This design comes from an exercise in tuning for small area, a short achievable clock period and few clock cycles per item on the open sky130 flow, not from production work.
Only simulation tests tie the RTL to the original design; equivalence was not proved.

==> flow/design.v (excerpt) <==
module ifft_top (
    input  wire        clk,
    input  wire        rst,
    input  wire        ifft_enable,
    input  wire [15:0] in_0_real,
    input  wire [15:0] in_1_real,
    input  wire [15:0] in_2_real,
    input  wire [15:0] in_3_real,
    input  wire [15:0] in_4_real,
    input  wire [15:0] in_5_real,
    input  wire [15:0] in_6_real,
    input  wire [15:0] in_7_real,
    input  wire [15:0] in_8_real,
    input  wire [15:0] in_9_real,
    input  wire [15:0] in_10_real,
    input  wire [15:0] in_11_real,
    input  wire [15:0] in_0_imag,
    input  wire [15:0] in_1_imag,
    input  wire [15:0] in_2_imag,
    input  wire [15:0] in_3_imag,
    input  wire [15:0] in_4_imag,
    input  wire [15:0] in_5_imag,
    input  wire [15:0] in_6_imag,
    input  wire [15:0] in_7_imag,
    input  wire [15:0] in_8_imag,
    input  wire [15:0] in_9_imag,
    input  wire [15:0] in_10_imag,
    input  wire [15:0] in_11_imag,
    output wire [15:0] ifft_out_real,
    output wire [15:0] ifft_out_imag,
    output wire        finish
);
make LEC_CHECK=0 CAP_MARGIN=20 CORE_MARGIN=2 CORE_UTILIZATION=60 PLACE_DENSITY=0.8 SLEW_MARGIN=20 finish   # period 13.6 ns
run.sh (not shown) runs the stock make flow with config.mk's settings and CLKGATE_MAP_FILE= SYNTH_SCRIPT=/design/flow/synth_recipe.tcl, a recipe that flattens the netlist after the stock synthesis.
Testbench counts at the start, summed over its fixed seeds: cycles 10,752, items 512.
Rerun with:
--- a/flow/design.v
+++ b/flow/design.v
@@ -67,17 +67,16 @@
   end
   wire [1:0] kn = tn[1:0];                  
   reg  [2:0] modeA, modeA2;
   reg        r0A, r1A, r2A, r3A;            
   reg        r1Ap, r2Ap, r3Ap, r1Ai, r2Ai, r3Ai;
   reg        r2B1, r2B2, r2C;               
   reg  [3:1] weB1, weB2, weC;               
   reg        n8, sw4, n4r, n4i;             
-  reg        n8i, sw4i, sq1, nq1, nq2, wq1, wq2, wq3;
   reg  [3:1] weG;                           
   reg        bp2;                           
   reg        bl, bp3;                       
   reg        rot, n0, n1, n2, n3;           
   always @(posedge clk) begin
     modeA  <= modeN;
     modeA2 <= modeA;
     r0A  <= (tn >= 5'd1)  & (tn <= 5'd2);
@@ -98,25 +97,17 @@
     weB1[3] <= (tn == 5'd3) | (tn == 5'd9)  | (tn == 5'd13);
     weB2 <= weB1;
     weC  <= weB2;
     weG[1] <= (tn == 5'd1);
     weG[2] <= (tn == 5'd4);
     weG[3] <= (tn == 5'd2);
     bp2  <= (tn == 5'd3);
     n8   <= (tn == 5'd10) | (tn == 5'd14);
-    sq1  <= (tn == 5'd9)  | (tn == 5'd13);
-    sw4  <= sq1;
-    nq1  <= (tn == 5'd8)  | (tn == 5'd12);
-    nq2  <= nq1;
-    n8i  <= nq2;
-    wq1  <= (tn == 5'd7)  | (tn == 5'd11);
-    wq2  <= wq1;
-    wq3  <= wq2;
-    sw4i <= wq3;
+    sw4  <= (tn == 5'd10) | (tn == 5'd14);
     n4r  <= (tn == 5'd6)  | (tn == 5'd10);
     n4i  <= (tn == 5'd6)  | (tn == 5'd14);
     bl   <= (tn == 5'd3) | (tn == 5'd7) | (tn == 5'd11) | (tn == 5'd15);
     bp3  <= (tn == 5'd11) | (tn == 5'd15);
     rot  <= (kn == 2'd1);
     n0   <= (kn != 2'd0);
     n1   <= (kn == 2'd1) | (kn == 2'd3);
     n2   <= kn[1];
@@ -293,22 +284,22 @@
   ifft_add4 #(26) u_psi (SRi, CRi, kpi, {zsi, 10'd0}, 1'b0, 1'b0, psum_i);
   wire [15:0] gv_r = psum_r[25:10], gv_i = psum_i[25:10];
   wire [15:0] q0v_r, q0v_i;
   ifft_add3 #(16) u_q0r (ar[0], br[0], cr[0], 1'b0, 1'b0, q0v_r);
   ifft_add3 #(16) u_q0i (ai[0], bi[0], ci[0], 1'b0, 1'b0, q0v_i);
   wire [15:0] jv_r, jv_i;
   ifft_add3 #(16) u_jr (~ai[2], ~ci[2], bi[2], 1'b1, 1'b1, jv_r);
   ifft_add3 #(16) u_ji (ar[2], cr[2], ~br[2], 1'b1, 1'b0, jv_i);
-  wire [15:0] gbr = x8r ^ {16{n8}}, gbi = x8i ^ {16{n8i}};
-  wire [15:0] gcr = (sw4  ? x4i : x4r) ^ {16{n4r}};
-  wire [15:0] gci = (sw4i ? x4r : x4i) ^ {16{n4i}};
+  wire [15:0] gbr = x8r ^ {16{n8}}, gbi = x8i ^ {16{n8}};
+  wire [15:0] gcr = (sw4 ? x4i : x4r) ^ {16{n4r}};
+  wire [15:0] gci = (sw4 ? x4r : x4i) ^ {16{n4i}};
   wire [15:0] g0v_r, g0v_i;
   ifft_add3 #(16) u_g0r (x0r, gbr, gcr, n8, n4r, g0v_r);
-  ifft_add3 #(16) u_g0i (x0i, gbi, gci, n8i, n4i, g0v_i);
+  ifft_add3 #(16) u_g0i (x0i, gbi, gci, n8, n4i, g0v_i);
   reg  [15:0] G0r, G0i;
   always @(posedge clk) begin
     G0r <= g0v_r; G0i <= g0v_i;
   end
   reg [15:0] s1r, s1i, s2r, s2i, s3r, s3i;
   reg [15:0] g0r, g0i, g1r, g1i, g2r, g2i, g3r, g3i;
   always @(posedge clk) begin
     if (weG[1] | weC[1]) begin s1r <= weG[1] ? q0v_r : gv_r; s1i <= weG[1] ? q0v_i : gv_i; end
=>
- design area drops by about 0.9%
- count of clock-buffer cells in the layout shrinks by 3
- routed wire length is about the same
Testbench counts after the change, summed over its fixed seeds: cycles 10,752, items 512.

* * *

job 6635:
ifft_top, a different RTL version from the one above (not shown whole).
For scale: about 5900 cells after synthesis, roughly 930 flip-flops, roughly 420 I/O pins.
==> module ifft_tw_comp, before the edit <==
module ifft_tw_comp (
    input  wire [15:0] x,
    input  wire [15:0] y,
    input  wire [15:0] z,
    input  wire        hx,       
    input  wire        hy,       
    output wire [25:0] s,
    output wire [25:0] c
);
  function [25:0] t(input [15:0] v, input integer k);
    t = {10'd0, ~v[15], v[14:0]} << k;
  endfunction
  wire [15:0] nx = ~x, ny = ~y;
  wire [15:0] xg = hx ? x : 16'd0;
  wire [15:0] yg = hy ? ny : 16'd0;
  wire [25:0] o0  = t(x, 10);
  wire [25:0] o1  = t(nx, 6);
  wire [25:0] o5  = t(y, 9);
  wire [25:0] o10 = t(z, 0);
  wire [25:0] o2  = hx ? t(nx, 8) : t(nx, 4);
  wire [25:0] o3  = hx ? t(x, 4)  : t(x, 1);
  wire [25:0] o4  = t(xg, 2);
  wire [25:0] o6  = hy ? t(y, 8)  : t(ny, 7);
  wire [25:0] o7  = hy ? t(ny, 5) : t(y, 3);
  wire [25:0] o8  = hy ? t(ny, 3) : t(ny, 0);
  wire [25:0] o9  = t(yg, 2);
  wire [25:0] s1a, c1a, s1b, c1b, s1c, c1c;
  ifft_csa l1a (o0, o1, o2,  s1a, c1a);
  ifft_csa l1b (o3, o4, o5,  s1b, c1b);
  ifft_csa l1c (o6, o7, o8,  s1c, c1c);
  wire [25:0] s2a, c2a, s2b, c2b;
  ifft_csa l2a (s1a, c1a, s1b, s2a, c2a);
  ifft_csa l2b (c1b, s1c, c1c, s2b, c2b);
  wire [25:0] s3a, c3a, s3b, c3b;
  ifft_csa l3a (s2a, c2a, s2b, s3a, c3a);
  ifft_csa l3b (c2b, o9, o10, s3b, c3b);
  wire [25:0] s4, c4;
  ifft_csa l4 (s3a, c3a, s3b, s4, c4);
  ifft_csa l5 (s4, c4, c3b, s, c);
endmodule
==> flow/config.mk <==
export PLATFORM = sky130hd
export DESIGN_NAME = ifft_top
export DESIGN_NICKNAME = ifft_top
export VERILOG_FILES = /design/flow/design.v
export SDC_FILE = /design/flow/constraint.sdc
export NUM_CORES = 4
export LEC_CHECK = 0
export CAP_MARGIN = 20
export CORE_MARGIN = 2
export CORE_UTILIZATION = 40
export SLEW_MARGIN = 20
==> flow/constraint.sdc <==
create_clock -name core_clock -period 13.6 [get_ports {clk}]
set_input_delay 2.7200 -clock core_clock [delete_from_list [all_inputs] [get_ports {clk}]]
set_output_delay 2.7200 -clock core_clock [all_outputs]
set_load 0.01 [all_outputs]
Testbench counts of job 6635, summed over its fixed seeds: cycles 10,240, items 512.
Relative to job 6635, the following input files were edited for job 5576:
-- flow/design.v --
<<< job 6635, line 297
  wire [25:0] o8  = hy ? t(ny, 3) : t(ny, 0);
  wire [25:0] o9  = t(yg, 2);
  wire [25:0] s1a, c1a, s1b, c1b, s1c, c1c;
  ifft_csa l1a (o0, o1, o2,  s1a, c1a);
  ifft_csa l1b (o3, o4, o5,  s1b, c1b);
  ifft_csa l1c (o6, o7, o8,  s1c, c1c);
  wire [25:0] s2a, c2a, s2b, c2b;
  ifft_csa l2a (s1a, c1a, s1b, s2a, c2a);
  ifft_csa l2b (c1b, s1c, c1c, s2b, c2b);
  wire [25:0] s3a, c3a, s3b, c3b;
  ifft_csa l3a (s2a, c2a, s2b, s3a, c3a);
  ifft_csa l3b (c2b, o9, o10, s3b, c3b);
  wire [25:0] s4, c4;
  ifft_csa l4 (s3a, c3a, s3b, s4, c4);
  ifft_csa l5 (s4, c4, c3b, s, c);
endmodule
module ifft_add3 #(parameter W = 16) (
>>> job 5576, line 297
  wire [25:0] o8  = hy ? t(ny, 3) : t(ny, 0);
  wire [25:0] o9  = t(yg, 2);
  wire [25:0] a1, b1, a2, b2;
  ifft_csa l0a (o0, o1, o5, a1, b1);
  ifft_csa l0b (a1, b1, o10, a2, b2);
  wire [25:0] s1a, c1a, s1b, c1b, s1c, c1c;
  ifft_csa l1a (o2, o3, o4, s1a, c1a);
  ifft_csa l1b (o6, o7, o8, s1b, c1b);
  ifft_csa l1c (o9, a2, b2, s1c, c1c);
  wire [25:0] s2a, c2a, s2b, c2b;
  ifft_csa l2a (s1a, c1a, s1b, s2a, c2a);
  ifft_csa l2b (c1b, s1c, c1c, s2b, c2b);
  wire [25:0] s3, c3;
  ifft_csa l3 (s2a, c2a, s2b, s3, c3);
  ifft_csa l4 (s3, c3, c2b, s, c);
endmodule
module ifft_add3 #(parameter W = 16) (
## What came out
Height of the chip for job 5576: 0.53% up relative to job 6635
Compared with job 6635, job 5576 instantiates a larger number of cells.
On job 5576: cell count after placement is about 1.4% higher than what job 6635 gave.
In the flow results for job 5576 and job 6635, the post-place instance area is larger on job 5576.
Compared with job 6635, job 5576 shows first-pass GRT wire length higher by 0.54%.
Of job 5576 and job 6635, the run reporting the lower met2 wire length was job 6635.
Total number of multi-input combinational cells sits higher in job 5576 than in job 6635.
In terms of all-layer global routing usage, job 6635 and job 5576 differ only marginally.
Between job 5576 and job 6635, sequential share of cell area is higher for job 6635, job 5576 comes in under that.
| minimum hold slack | job 5576 vs job 6635 | ≈ equal |
Testbench counts of job 5576, summed over its fixed seeds: cycles 10,240, items 512.

re-timing with driven ports:
The flow's constraints put no driver on any port. The routed layouts listed below were extracted and timed again, unchanged, in two steps. Step 1 (the two cells are an assumption about what drives the block):
set clk [get_ports {clk}]
set_driving_cell -lib_cell sky130_fd_sc_hd__clkbuf_16 $clk
set_driving_cell -lib_cell sky130_fd_sc_hd__buf_2 [delete_from_list [all_inputs] $clk]
Step 2 times the ports against the registers' clock, not the clock port: input delays grow and output delays shrink by t, the midpoint of the rising clock arrivals with the driver on. Slacks: no drivers / after step 1 / after step 2; pairs: no drivers / after step 1.
run	shift t [ns]	setup WS [ns]	cell pins on the clock port's net
the first run of note 1	0.794	9.024 / 9.024 / 9.024	1
the second run of note 1	0.776	8.936 / 8.936 / 8.936	1
job 6635	0.812	7.907 / 7.907 / 7.907	1
job 5576	0.791	7.938 / 7.938 / 7.938	1
After both steps setup and hold are still met in every run listed.
